Background: an optimization exercise with open tools, aiming at small area, a short achievable clock period and few clock cycles per item. Do not read the settings as production practice. Function was checked by simulation only, so behaviour that the tests miss may differ from the original.

`run.sh`:
```
#!/bin/bash
# synth_recipe.tcl (not shown) runs the flow's synth.tcl, then flattens the netlist and writes it again
# the make line also repeats each setting of config.mk as NAME=value (left out here)
make -C /OpenROAD-flow-scripts/flow DESIGN_CONFIG=/design/flow/config.mk WORK_HOME=/design/flow/orfs CLKGATE_MAP_FILE= SYNTH_SCRIPT=/design/flow/synth_recipe.tcl finish
```
`constraint.sdc`:
```
create_clock -name core_clock -period 10.0 [get_ports {iClk}]
set_input_delay 2.0000 -clock core_clock [delete_from_list [all_inputs] [get_ports {iClk}]]
set_output_delay 2.0000 -clock core_clock [all_outputs]
set_load 0.01 [all_outputs]
```
`config.mk`:
```
export PLATFORM = sky130hd
export DESIGN_NAME = PROCESSOR
export DESIGN_NICKNAME = PROCESSOR
export VERILOG_FILES = /design/flow/design.v
export SDC_FILE = /design/flow/constraint.sdc
export NUM_CORES = 4
export LEC_CHECK = 0
export CAP_MARGIN = 20
export CORE_MARGIN = 2
export CORE_UTILIZATION = 40
export SLEW_MARGIN = 20
```
`design.v`:
```
module REG32(
    iClk,
    nRst, iEn,
    iD, oQ
);
input wire iClk, nRst, iEn;
input wire [31:0] iD;
output reg [31:0] oQ;
always@(posedge iClk or negedge nRst)
begin
    if(!nRst) oQ <= 32'd0;
    else begin
        if(iEn) oQ <= iD;
    end
end
endmodule
module registers(
    iClk, nRst, iWrite,
    iAddrA, iAddrB, iAddrC,
    oRegA, oRegB, iRegC
);
input wire iClk, nRst, iWrite;
input wire [4:0] iAddrA, iAddrB, iAddrC;
output wire [31:0] oRegA, oRegB;
input wire [31:0] iRegC;
wire r1_write, r2_write, r3_write, r5_write, r6_write,
     r7_write, r8_write, r9_write, r10_write, r11_write,
     r12_write, r13_write, r14_write, r15_write, r16_write,
     r17_write, r18_write, r19_write, r20_write, r21_write,
     r22_write, r23_write, r24_write, r25_write, r26_write,
     r27_write, r28_write, r29_write, r30_write, r31_write;
wire [31:0] r1_out, r2_out, r3_out, r4_out, r5_out,
            r6_out, r7_out, r8_out, r9_out, r10_out,
            r11_out, r12_out, r13_out, r14_out, r15_out,
            r16_out, r17_out, r18_out, r19_out, r20_out,
            r21_out, r22_out, r23_out, r24_out, r25_out,
            r26_out, r27_out, r28_out, r29_out, r30_out, r31_out;
assign r1_write  = (iAddrC == 5'b00001) && iWrite;
assign r2_write  = (iAddrC == 5'b00010) && iWrite;
assign r3_write  = (iAddrC == 5'b00011) && iWrite;
assign r4_write  = (iAddrC == 5'b00100) && iWrite;
assign r5_write  = (iAddrC == 5'b00101) && iWrite;
assign r6_write  = (iAddrC == 5'b00110) && iWrite;
assign r7_write  = (iAddrC == 5'b00111) && iWrite;
assign r8_write  = (iAddrC == 5'b01000) && iWrite;
assign r9_write  = (iAddrC == 5'b01001) && iWrite;
assign r10_write = (iAddrC == 5'b01010) && iWrite;
assign r11_write = (iAddrC == 5'b01011) && iWrite;
assign r12_write = (iAddrC == 5'b01100) && iWrite;
assign r13_write = (iAddrC == 5'b01101) && iWrite;
assign r14_write = (iAddrC == 5'b01110) && iWrite;
assign r15_write = (iAddrC == 5'b01111) && iWrite;
assign r16_write = (iAddrC == 5'b10000) && iWrite;
assign r17_write = (iAddrC == 5'b10001) && iWrite;
assign r18_write = (iAddrC == 5'b10010) && iWrite;
assign r19_write = (iAddrC == 5'b10011) && iWrite;
assign r20_write = (iAddrC == 5'b10100) && iWrite;
assign r21_write = (iAddrC == 5'b10101) && iWrite;
assign r22_write = (iAddrC == 5'b10110) && iWrite;
assign r23_write = (iAddrC == 5'b10111) && iWrite;
assign r24_write = (iAddrC == 5'b11000) && iWrite;
assign r25_write = (iAddrC == 5'b11001) && iWrite;
assign r26_write = (iAddrC == 5'b11010) && iWrite;
assign r27_write = (iAddrC == 5'b11011) && iWrite;
assign r28_write = (iAddrC == 5'b11100) && iWrite;
assign r29_write = (iAddrC == 5'b11101) && iWrite;
assign r30_write = (iAddrC == 5'b11110) && iWrite;
assign r31_write = (iAddrC == 5'b11111) && iWrite;
assign oRegA =  (iAddrA == 5'b00001) ? r1_out  :
                (iAddrA == 5'b00010) ? r2_out  :
                (iAddrA == 5'b00011) ? r3_out  :
                (iAddrA == 5'b00100) ? r4_out  :
                (iAddrA == 5'b00101) ? r5_out  :
                (iAddrA == 5'b00110) ? r6_out  :
                (iAddrA == 5'b00111) ? r7_out  :
                (iAddrA == 5'b01000) ? r8_out  :
                (iAddrA == 5'b01001) ? r9_out  :
                (iAddrA == 5'b01010) ? r10_out :
                (iAddrA == 5'b01011) ? r11_out :
                (iAddrA == 5'b01100) ? r12_out :
                (iAddrA == 5'b01101) ? r13_out :
                (iAddrA == 5'b01110) ? r14_out :
                (iAddrA == 5'b01111) ? r15_out :
                (iAddrA == 5'b10000) ? r16_out :
                (iAddrA == 5'b10001) ? r17_out :
                (iAddrA == 5'b10010) ? r18_out :
                (iAddrA == 5'b10011) ? r19_out :
                (iAddrA == 5'b10100) ? r20_out :
                (iAddrA == 5'b10101) ? r21_out :
                (iAddrA == 5'b10110) ? r22_out :
                (iAddrA == 5'b10111) ? r23_out :
                (iAddrA == 5'b11000) ? r24_out :
                (iAddrA == 5'b11001) ? r25_out :
                (iAddrA == 5'b11010) ? r26_out :
                (iAddrA == 5'b11011) ? r27_out :
                (iAddrA == 5'b11100) ? r28_out :
                (iAddrA == 5'b11101) ? r29_out :
                (iAddrA == 5'b11110) ? r30_out :
                (iAddrA == 5'b11111) ? r31_out :
                32'd0;
assign oRegB =  (iAddrB == 5'b00001) ? r1_out  :
                (iAddrB == 5'b00010) ? r2_out  :
                (iAddrB == 5'b00011) ? r3_out  :
                (iAddrB == 5'b00100) ? r4_out  :
                (iAddrB == 5'b00101) ? r5_out  :
                (iAddrB == 5'b00110) ? r6_out  :
                (iAddrB == 5'b00111) ? r7_out  :
                (iAddrB == 5'b01000) ? r8_out  :
                (iAddrB == 5'b01001) ? r9_out  :
                (iAddrB == 5'b01010) ? r10_out :
                (iAddrB == 5'b01011) ? r11_out :
                (iAddrB == 5'b01100) ? r12_out :
                (iAddrB == 5'b01101) ? r13_out :
                (iAddrB == 5'b01110) ? r14_out :
                (iAddrB == 5'b01111) ? r15_out :
                (iAddrB == 5'b10000) ? r16_out :
                (iAddrB == 5'b10001) ? r17_out :
                (iAddrB == 5'b10010) ? r18_out :
                (iAddrB == 5'b10011) ? r19_out :
                (iAddrB == 5'b10100) ? r20_out :
                (iAddrB == 5'b10101) ? r21_out :
                (iAddrB == 5'b10110) ? r22_out :
                (iAddrB == 5'b10111) ? r23_out :
                (iAddrB == 5'b11000) ? r24_out :
                (iAddrB == 5'b11001) ? r25_out :
                (iAddrB == 5'b11010) ? r26_out :
                (iAddrB == 5'b11011) ? r27_out :
                (iAddrB == 5'b11100) ? r28_out :
                (iAddrB == 5'b11101) ? r29_out :
                (iAddrB == 5'b11110) ? r30_out :
                (iAddrB == 5'b11111) ? r31_out :
                32'd0;
REG32 r1(  .iClk(iClk), .nRst(nRst), .iEn(r1_write),  .iD(iRegC), .oQ(r1_out)  );
REG32 r2(  .iClk(iClk), .nRst(nRst), .iEn(r2_write),  .iD(iRegC), .oQ(r2_out)  );
REG32 r3(  .iClk(iClk), .nRst(nRst), .iEn(r3_write),  .iD(iRegC), .oQ(r3_out)  );
REG32 r4(  .iClk(iClk), .nRst(nRst), .iEn(r4_write),  .iD(iRegC), .oQ(r4_out)  );
REG32 r5(  .iClk(iClk), .nRst(nRst), .iEn(r5_write),  .iD(iRegC), .oQ(r5_out)  );
REG32 r6(  .iClk(iClk), .nRst(nRst), .iEn(r6_write),  .iD(iRegC), .oQ(r6_out)  );
REG32 r7(  .iClk(iClk), .nRst(nRst), .iEn(r7_write),  .iD(iRegC), .oQ(r7_out)  );
REG32 r8(  .iClk(iClk), .nRst(nRst), .iEn(r8_write),  .iD(iRegC), .oQ(r8_out)  );
REG32 r9(  .iClk(iClk), .nRst(nRst), .iEn(r9_write),  .iD(iRegC), .oQ(r9_out)  );
REG32 r10( .iClk(iClk), .nRst(nRst), .iEn(r10_write), .iD(iRegC), .oQ(r10_out) );
REG32 r11( .iClk(iClk), .nRst(nRst), .iEn(r11_write), .iD(iRegC), .oQ(r11_out) );
REG32 r12( .iClk(iClk), .nRst(nRst), .iEn(r12_write), .iD(iRegC), .oQ(r12_out) );
REG32 r13( .iClk(iClk), .nRst(nRst), .iEn(r13_write), .iD(iRegC), .oQ(r13_out) );
REG32 r14( .iClk(iClk), .nRst(nRst), .iEn(r14_write), .iD(iRegC), .oQ(r14_out) );
REG32 r15( .iClk(iClk), .nRst(nRst), .iEn(r15_write), .iD(iRegC), .oQ(r15_out) );
REG32 r16( .iClk(iClk), .nRst(nRst), .iEn(r16_write), .iD(iRegC), .oQ(r16_out) );
REG32 r17( .iClk(iClk), .nRst(nRst), .iEn(r17_write), .iD(iRegC), .oQ(r17_out) );
REG32 r18( .iClk(iClk), .nRst(nRst), .iEn(r18_write), .iD(iRegC), .oQ(r18_out) );
REG32 r19( .iClk(iClk), .nRst(nRst), .iEn(r19_write), .iD(iRegC), .oQ(r19_out) );
REG32 r20( .iClk(iClk), .nRst(nRst), .iEn(r20_write), .iD(iRegC), .oQ(r20_out) );
REG32 r21( .iClk(iClk), .nRst(nRst), .iEn(r21_write), .iD(iRegC), .oQ(r21_out) );
REG32 r22( .iClk(iClk), .nRst(nRst), .iEn(r22_write), .iD(iRegC), .oQ(r22_out) );
REG32 r23( .iClk(iClk), .nRst(nRst), .iEn(r23_write), .iD(iRegC), .oQ(r23_out) );
REG32 r24( .iClk(iClk), .nRst(nRst), .iEn(r24_write), .iD(iRegC), .oQ(r24_out) );
REG32 r25( .iClk(iClk), .nRst(nRst), .iEn(r25_write), .iD(iRegC), .oQ(r25_out) );
REG32 r26( .iClk(iClk), .nRst(nRst), .iEn(r26_write), .iD(iRegC), .oQ(r26_out) );
REG32 r27( .iClk(iClk), .nRst(nRst), .iEn(r27_write), .iD(iRegC), .oQ(r27_out) );
REG32 r28( .iClk(iClk), .nRst(nRst), .iEn(r28_write), .iD(iRegC), .oQ(r28_out) );
REG32 r29( .iClk(iClk), .nRst(nRst), .iEn(r29_write), .iD(iRegC), .oQ(r29_out) );
REG32 r30( .iClk(iClk), .nRst(nRst), .iEn(r30_write), .iD(iRegC), .oQ(r30_out) );
REG32 r31( .iClk(iClk), .nRst(nRst), .iEn(r31_write), .iD(iRegC), .oQ(r31_out) );
endmodule
module ALU(
    iOP,
    iRegA, iRegB,
    oRegC,
    oNEG, oZERO
);
input  wire [3:0]  iOP;
input  wire [31:0] iRegA, iRegB;
output wire [31:0] oRegC;
output wire        oNEG, oZERO;
assign oRegC =  (iOP == 4'b0000) ? iRegA  +   iRegB  :  
                (iOP == 4'b0001) ? iRegA  -   iRegB  :  
                (iOP == 4'b0010) ? iRegA  *   iRegB  :  
                (iOP == 4'b0011) ? iRegA  <<  iRegB  :  
                (iOP == 4'b0100) ? iRegA  <<< iRegB  :  
                (iOP == 4'b0101) ? iRegA  >>  iRegB  :  
                (iOP == 4'b0111) ? iRegA  >>> iRegB  :  
                (iOP == 4'b1000) ? (iRegA >=  iRegB) :  
                (iOP == 4'b1000) ? (iRegA >   iRegB) :  
                iRegA + iRegB;
assign oNEG = oRegC[31];
assign oZERO = (oRegC == 32'd0);
endmodule
module PROCESSOR (
    iClk, nRst, iRDY,
    oMemAddr, oMemData,
    iMemData,
    oMemWrite, oMemRead
);
input wire iClk, nRst, iRDY;  
output wire [31:0] oMemAddr, oMemData;
input wire  [31:0] iMemData;
output wire        oMemWrite, oMemRead;
parameter REG_RA = 5'b11111;
wire [31:0] PC_out, PC_TEMP_out, IR_out;
wire [31:0] RA_out, RB_out, RM_out;
wire [31:0] RY_out, RZ_out;
wire [31:0] PC_adder_out;
wire [3:0] ALU_op;
wire [31:0] ALU_out;
wire ALU_zero_out, ALU_neg_out;
wire [31:0] MuxB_out;
wire [4:0] MuxC_out;
wire [31:0] MuxINC_out;
wire [31:0] MuxMA_out;
wire [31:0] MuxPC_out;
wire [31:0] MuxY_out;
reg T1, T2, T3, T4, T5;
wire [4:0] RF_AddrA, RF_AddrB, RF_AddrC;  
wire [31:0] RF_oA, RF_oB;
wire RF_Write;
wire INS_addi, INS_br, INS_ldw, INS_stw, INS_call, INS_Rtype;
wire INSX_add, INSX_sub, INSX_ret;
wire INS_beq, INS_blt;
wire [5:0] IR_Opcode;
wire [10:0] IR_OPX;  
wire [4:0] IR_src1;
wire [4:0] IR_src2;
wire [4:0] IR_dest;
wire [15:0] IR_imm16;  
wire [25:0] IR_imm26;  
wire [31:0] imm32;     
assign imm32[31:16] = {16{IR_imm16[15]}};
assign imm32[15:0]  = IR_imm16;
assign IR_src1   = IR_out[31:27];
assign IR_src2   = IR_out[26:22];
assign IR_dest   = IR_out[21:17];
assign IR_imm16  = IR_out[21:6];
assign IR_imm26  = IR_out[31:6];
assign IR_OPX    = IR_out[16:6];
assign IR_Opcode = IR_out[5:0];
wire B_Select, INC_Select, MA_Select;
wire [1:0] C_Select, Y_Select, PC_Select;
wire PC_en, PC_temp_en, IR_en;
assign RF_AddrA = IR_src1;
assign RF_AddrB = IR_src2;
assign RF_AddrC = MuxC_out;
assign RF_Write = iRDY && T5 && (INS_ldw || INS_addi || INSX_add || INSX_sub || INS_call);
registers regs(
    .iClk(iClk),
    .nRst(nRst),
    .iWrite(RF_Write),
    .iAddrA(RF_AddrA),
    .iAddrB(RF_AddrB),
    .iAddrC(RF_AddrC),
    .oRegA(RF_oA),
    .oRegB(RF_oB),
    .iRegC(RY_out)
);
assign ALU_op = (INS_addi || INSX_add)            ? 4'b000  :
                (INSX_sub || INS_blt || INS_beq)  ? 4'b0001 :
                                                    4'b0000 ;
ALU u1(
    .iOP(ALU_op),
    .iRegA(RA_out),
    .iRegB(MuxB_out),
    .oRegC(ALU_out),
    .oNEG(ALU_neg_out),
    .oZERO(ALU_zero_out)
);
assign PC_en = iRDY && (T1 || (T3 && (INS_br || INS_call)));
assign PC_temp_en = iRDY && T3 && INS_call;  
assign IR_en = iRDY && T1;
REG32 PC      ( .iClk(iClk), .nRst(nRst), .iEn(PC_en),      .iD(MuxPC_out), .oQ(PC_out) );
REG32 PC_Temp ( .iClk(iClk), .nRst(nRst), .iEn(PC_temp_en), .iD(PC_out),    .oQ(PC_TEMP_out) );
REG32 IR      ( .iClk(iClk), .nRst(nRst), .iEn(IR_en),      .iD(iMemData),  .oQ(IR_out) );
REG32 RA      ( .iClk(iClk), .nRst(nRst), .iEn(iRDY),       .iD(RF_oA),     .oQ(RA_out) );
REG32 RB      ( .iClk(iClk), .nRst(nRst), .iEn(iRDY),       .iD(RF_oB),     .oQ(RB_out) );
REG32 RM      ( .iClk(iClk), .nRst(nRst), .iEn(iRDY),       .iD(RB_out),    .oQ(RM_out) );
REG32 RY      ( .iClk(iClk), .nRst(nRst), .iEn(iRDY),       .iD(MuxY_out),  .oQ(RY_out) );
REG32 RZ      ( .iClk(iClk), .nRst(nRst), .iEn(iRDY),       .iD(ALU_out),   .oQ(RZ_out) );
assign PC_adder_out = PC_out + MuxINC_out;
assign B_Select = ~INS_Rtype;  
assign C_Select = INS_Rtype ?  2'b01 :   
                  INS_call  ?  2'b10 :
                  2'b00; 
assign INC_Select = T3 && INS_br;  
assign MA_Select = T1;  
assign PC_Select = INS_call ? 2'b10 :
                   INSX_ret  ? 2'b01 : 2'b00; 
assign Y_Select = (T4 && INS_ldw)  ? 2'b01 :
                  (T4 && INS_call) ? 2'b10 : 2'b00;
assign MuxB_out   = B_Select   ? imm32        : RB_out;
assign MuxINC_out = INC_Select ? imm32        : 32'd4;
assign MuxMA_out  = MA_Select  ? PC_out       : RZ_out;
assign MuxPC_out  = (PC_Select == 2'b01) ? RA_out   :
                    (PC_Select == 2'b10) ? IR_imm26 :
                     PC_adder_out;
assign MuxY_out   = (Y_Select == 2'b10) ? PC_TEMP_out :
                    (Y_Select == 2'b01) ? iMemData    :
                    RZ_out;
assign MuxC_out   = (C_Select == 2'b01) ? IR_dest :
                    (C_Select == 2'b10) ? REG_RA  :
                    IR_src2;
assign INS_addi = (IR_Opcode == 6'b000100);
assign INS_br = (IR_Opcode == 6'b000110) || (INS_beq && ALU_zero_out) || (INS_blt && (RA_out < RB_out));
assign INS_ldw = (IR_Opcode == 6'b010111);
assign INS_stw = (IR_Opcode == 6'b010101);
assign INS_beq = (IR_Opcode == 6'h26);
assign INS_blt = (IR_Opcode == 6'h16);
assign INS_call = (IR_Opcode == 6'h00);
assign INS_Rtype = (IR_Opcode == 6'h3A);
assign INSX_add = INS_Rtype && (IR_OPX == {6'h31, 5'h0});
assign INSX_sub = INS_Rtype && (IR_OPX == {6'h39, 5'h0});
assign INSX_ret = INS_Rtype && (IR_OPX == {6'h05, 5'h0});
assign oMemRead = (T1 || (T4 && INS_ldw));  
assign oMemWrite = T4 && INS_stw;  
assign oMemAddr = MuxMA_out;
assign oMemData = RM_out;
always@(posedge iClk or negedge nRst)
begin
    if(!nRst) begin
        T1 <= 1'b1;
        T2 <= 1'b0;
        T3 <= 1'b0;
        T4 <= 1'b0;
        T5 <= 1'b0;
    end
    else if(iRDY) begin
        T1 <= T5;
        T2 <= T1;
        T3 <= T2;
        T4 <= T3;
        T5 <= T4;
    end
end
endmodule
```
==> impl_metrics.json <==
{
  "setup_viol": 0,
  "drt_iter0_drc": 7887,
  "ys_seq_area_frac": 0.473,
  "avgViaCountPerCell": 6.67,
  "dp_hpwl_um": 180000,
  "ys_ff_latch": 1253,
  "clock_path_buffers": 3,
  "maxCapViolCount": 0,
  "drv_slew": 0,
  "clock_sinks": 1253,
  "die_area_um2": 169000,
  "total_power_w": 0.0221,
  "start_kind": "flop",
  "crit_top_cell": "o21ai_0",
  "whs_ps": 484,
  "start_util": 0.403,
  "syn_inst": 6159,
  "netlist.area_leader.share": 0.472,
  "tightest_slew_ps": 1190,
  "grt_max_degree": 172,
  "routed_wirelength_um": 271000,
  "fp.dieH_um": 411,
  "worstSetupPathType": "reg2reg",
  "r2r_setup_slack_ps": 450,
  "status": "no timing/DRC/antenna violations",
  "htree_levels": 4,
  "stdcell_count": 8462,
  "port_buffers": 100,
  "hp-class": "reg2reg",
  "clock_skew_ps": 36.5,
  "syn_nets": 6289,
  "cp_slowest_cell": "or4_4",
  "cts_tree": "built",
  "r2r_start": "IR.oQ[9]$_DFFE_PN0P_",
  "min_period_ps": 9550,
  "crit_path_end_kind": "flop",
  "track_usage": 0.314,
  "yosysTopAreaCell": "dfrtp_1",
  "cp.required_ps": 10730,
  "drc": 0,
  "placementRows": 149,
  "hold_depth": 2,
  "r2r_end": "PC.oQ[31]$_DFFE_PN0P_",
  "clk_latency_ps": 820,
  "io_pins": 101,
  "area_growth_pct": 13.5,
  "cts_root_buf": "clkbuf_16",
  "reg2reg_depth": 44,
  "nNetsFinal": 6286,
  "powerDensity_nw_per_um2": 293,
  "p_leak_nw": 35.6,
  "synthDistinctLibCells": 87,
  "synthFlopType": "dfrtp_1",
  "wire_per_inst_um": 32.1,
  "drive_above_1_share": 0.282,
  "cp.arrival_ps": 10280,
  "synth_edf_count": 0,
  "crit_fanout": 7,
  "cpPeakStageDelay_ps": 580,
  "core-area_um2": 165000,
  "gr-total-overflow": 0,
  "grt_pass1_vias": 54600,
  "cts_made_buffers": 144,
  "fin_setup_tns_ps": 0,
  "dr.pass1.iters": 6,
  "grt_pass1_wl_um": 391000,
  "worstHoldStart": "PC_Temp.oQ[30]$_DFFE_PN0P_",
  "yosys_warnings": 3,
  "dp_cells": 8193,
  "ir_drop_v": 0.000184,
  "fmax_ghz": 0.105,
  "syn_area_um2": 66400,
  "final.period_utilization": 0.955,
  "die_w_um": 411,
  "clk_pin_slew_ps": 60,
  "whs_endpoint": "PC_Temp.oQ[30]$_DFFE_PN0P_",
  "syn_avg_cell_area_um2": 10.8,
  "hold_viol": 0,
  "netlist_top_cells_area": "dfrtp_1 (47%), mux2_2 (20%), a22oi_1 (3.4%)",
  "max_slew_margin": 0.204,
  "ant_nets": 0,
  "synthArstFlopShare": 1.00,
  "antenna_found_initial": 11,
  "vias": 56400,
  "gp_congestion": 0.971
}
[critical path: cells and delay by family (launching register included)]
kind	cells	cell delay [ps]
simple gates	15	3030
buf+inv	1	180
fa+ha+maj	2	620
flops	1	380
compound gates	24	4830
xor+xnor	1	240
mux	1	170
[cells in the mapped netlist, types with 109 or more instances]
library cell,n
a21oi_1,341
clkbuf_1,364
nand3_1,109
mux2_2,1192
nor2_1,421
o22ai_1,189
nand2_1,354
a22oi_1,301
o21ai_0,266
nor3_1,119
buf_1,119
dfrtp_1,1252
[placed cells by master, fill, tap and decap left out, types with 27 or more instances in the layout]
cell type        instances
dfrtp_1               1248
clkdlybuf4s50_1         98
nor3_1                 110
clkbuf_1                37
a31oi_1                 45
nand4_1                 57
nor2_1                 395
a211oi_1                61
mux2i_1                 52
inv_1                   79
nand2_1                341
xnor2_1                 48
ha_1                    93
buf_4                  239
nand2b_1                29
a221oi_1               107
mux2_2                1192
o22ai_1                189
a21oi_1                340
clkbuf_8                29
xor2_1                  38
o21ai_0                264
a41oi_1                 29
a21o_1                  32
nand3_1                104
o221ai_1                79
clkbuf_16              146
a222oi_1                29
o21a_1                  27
a22oi_1                301
[power breakdown]
group / internal, W / total, W / switching (W)
clock: 0.00311 / 0.00540 / 0.00230
sequential: 0.00572 / 0.00668 / 0.000967
combinational: 0.00324 / 0.0100 / 0.00677
total: 0.0121 / 0.0221 / 0.0100
[what timing repair did]
item | 4_1_cts | 5_1_grt
gates resized for setup | 2 | 26
setup buffers | 0 | 5
pin swaps | 0 | 2
hold buffers | 0 | 0
endpoints found under the hold margin | 0 | 0
setup endpoints to repair | 1 | 12
gates cloned | 0 | 0
[per-stage QoR]
step / worst slack, ps / instance area [um2] / util
floorplan: 773 / 66400 / -
global placement: 24.5 / 70300 / 0.427
detailed placement: -92.8 / 70300 / 0.427
CTS: 0.941 / 75100 / 0.456
global route: -17.6 / 75300 / 0.457
finish: 453 / 75300 / 0.457
[cell type report]
class	count	area, um2
Fill cell	15400	89500
Multi-Input combinational cell	4330	33100
Sequential cell	1253	31400
Clock buffer	211	4180
Timing Repair Buffer	347	2980
Tap cell	2189	2740
Clock inverter	47	608
Inverter	80	300
Antenna cell	5	12.5
[routing by layer]
metal / wire, um / vias up / global-route usage
met4: 15800 / 10 / 0.163
met2: 122000 / 3517 / 0.483
met3: 27900 / 789 / 0.0739
met5: 61 / - / 0
met1: 106000 / 28900 / 0.412
li1: - / 23200 / -
[worst max path at each step]
stage                               startpoint                     to  slack, ps  cells past startpoint
after floorplan           IR.oQ[9]$_DFFE_PN0P_  PC.oQ[31]$_DFFE_PN0P_        770                     39
after global placement    IR.oQ[9]$_DFFE_PN0P_  PC.oQ[31]$_DFFE_PN0P_         20                     38
after detailed placement  IR.oQ[9]$_DFFE_PN0P_  PC.oQ[31]$_DFFE_PN0P_        -90                     38
after CTS                 IR.oQ[9]$_DFFE_PN0P_  PC.oQ[31]$_DFFE_PN0P_        0.9                     40
after global routing      IR.oQ[9]$_DFFE_PN0P_  PC.oQ[31]$_DFFE_PN0P_        -20                     44
final                     IR.oQ[9]$_DFFE_PN0P_  PC.oQ[31]$_DFFE_PN0P_        450                     44
[logic make-up (layout without fill, tap and decap cells)]
family / count (synthesis) / in the layout / share of synthesized area
AO/OA/AOI/OAI: 1677 / 1677 / 0.171
AND/OR/NAND/NOR: 1224 / 1224 / 0.0833
XOR/XNOR: 88 / 88 / 0.0118
flip-flops: 1253 / 1253 / 0.473
buffers and inverters: 576 / 685 / 0.0329
other: 0 / 5 / 0
adder cells (fa/ha/maj): 95 / 95 / 0.0181
multiplexers: 1246 / 1246 / 0.210
Testbench counts, summed over its fixed seeds: cycles 319,205, txns 72,000.

-- port drivers added, routing unchanged --
The flow's constraints put no driver on any port. The routed layout listed below was extracted and timed again, unchanged, in two steps. Step 1 (the two cells are an assumption about what drives the block):
set clk [get_ports {iClk}]
set_driving_cell -lib_cell sky130_fd_sc_hd__clkbuf_16 $clk
set_driving_cell -lib_cell sky130_fd_sc_hd__buf_2 [delete_from_list [all_inputs] $clk]
Step 2 times the ports against the registers' clock, not the clock port: input delays grow and output delays shrink by t, the midpoint of the rising clock arrivals with the driver on. a / b / c = no drivers / after step 1 / after step 2; a / b = the first two.
t (ns): 0.884
setup slack, ns: 0.453 / 0.453 / 0.453
latest minus earliest clock arrival (ns): 0.041 / 0.040
worst data-port slew with drivers (ns): 0.08
cell pins on the clock port's net: 1
After both steps setup and hold are still met in this run. The setup slack of this run moves by 0.000 ns with the drivers and by 0.000 ns with both steps.
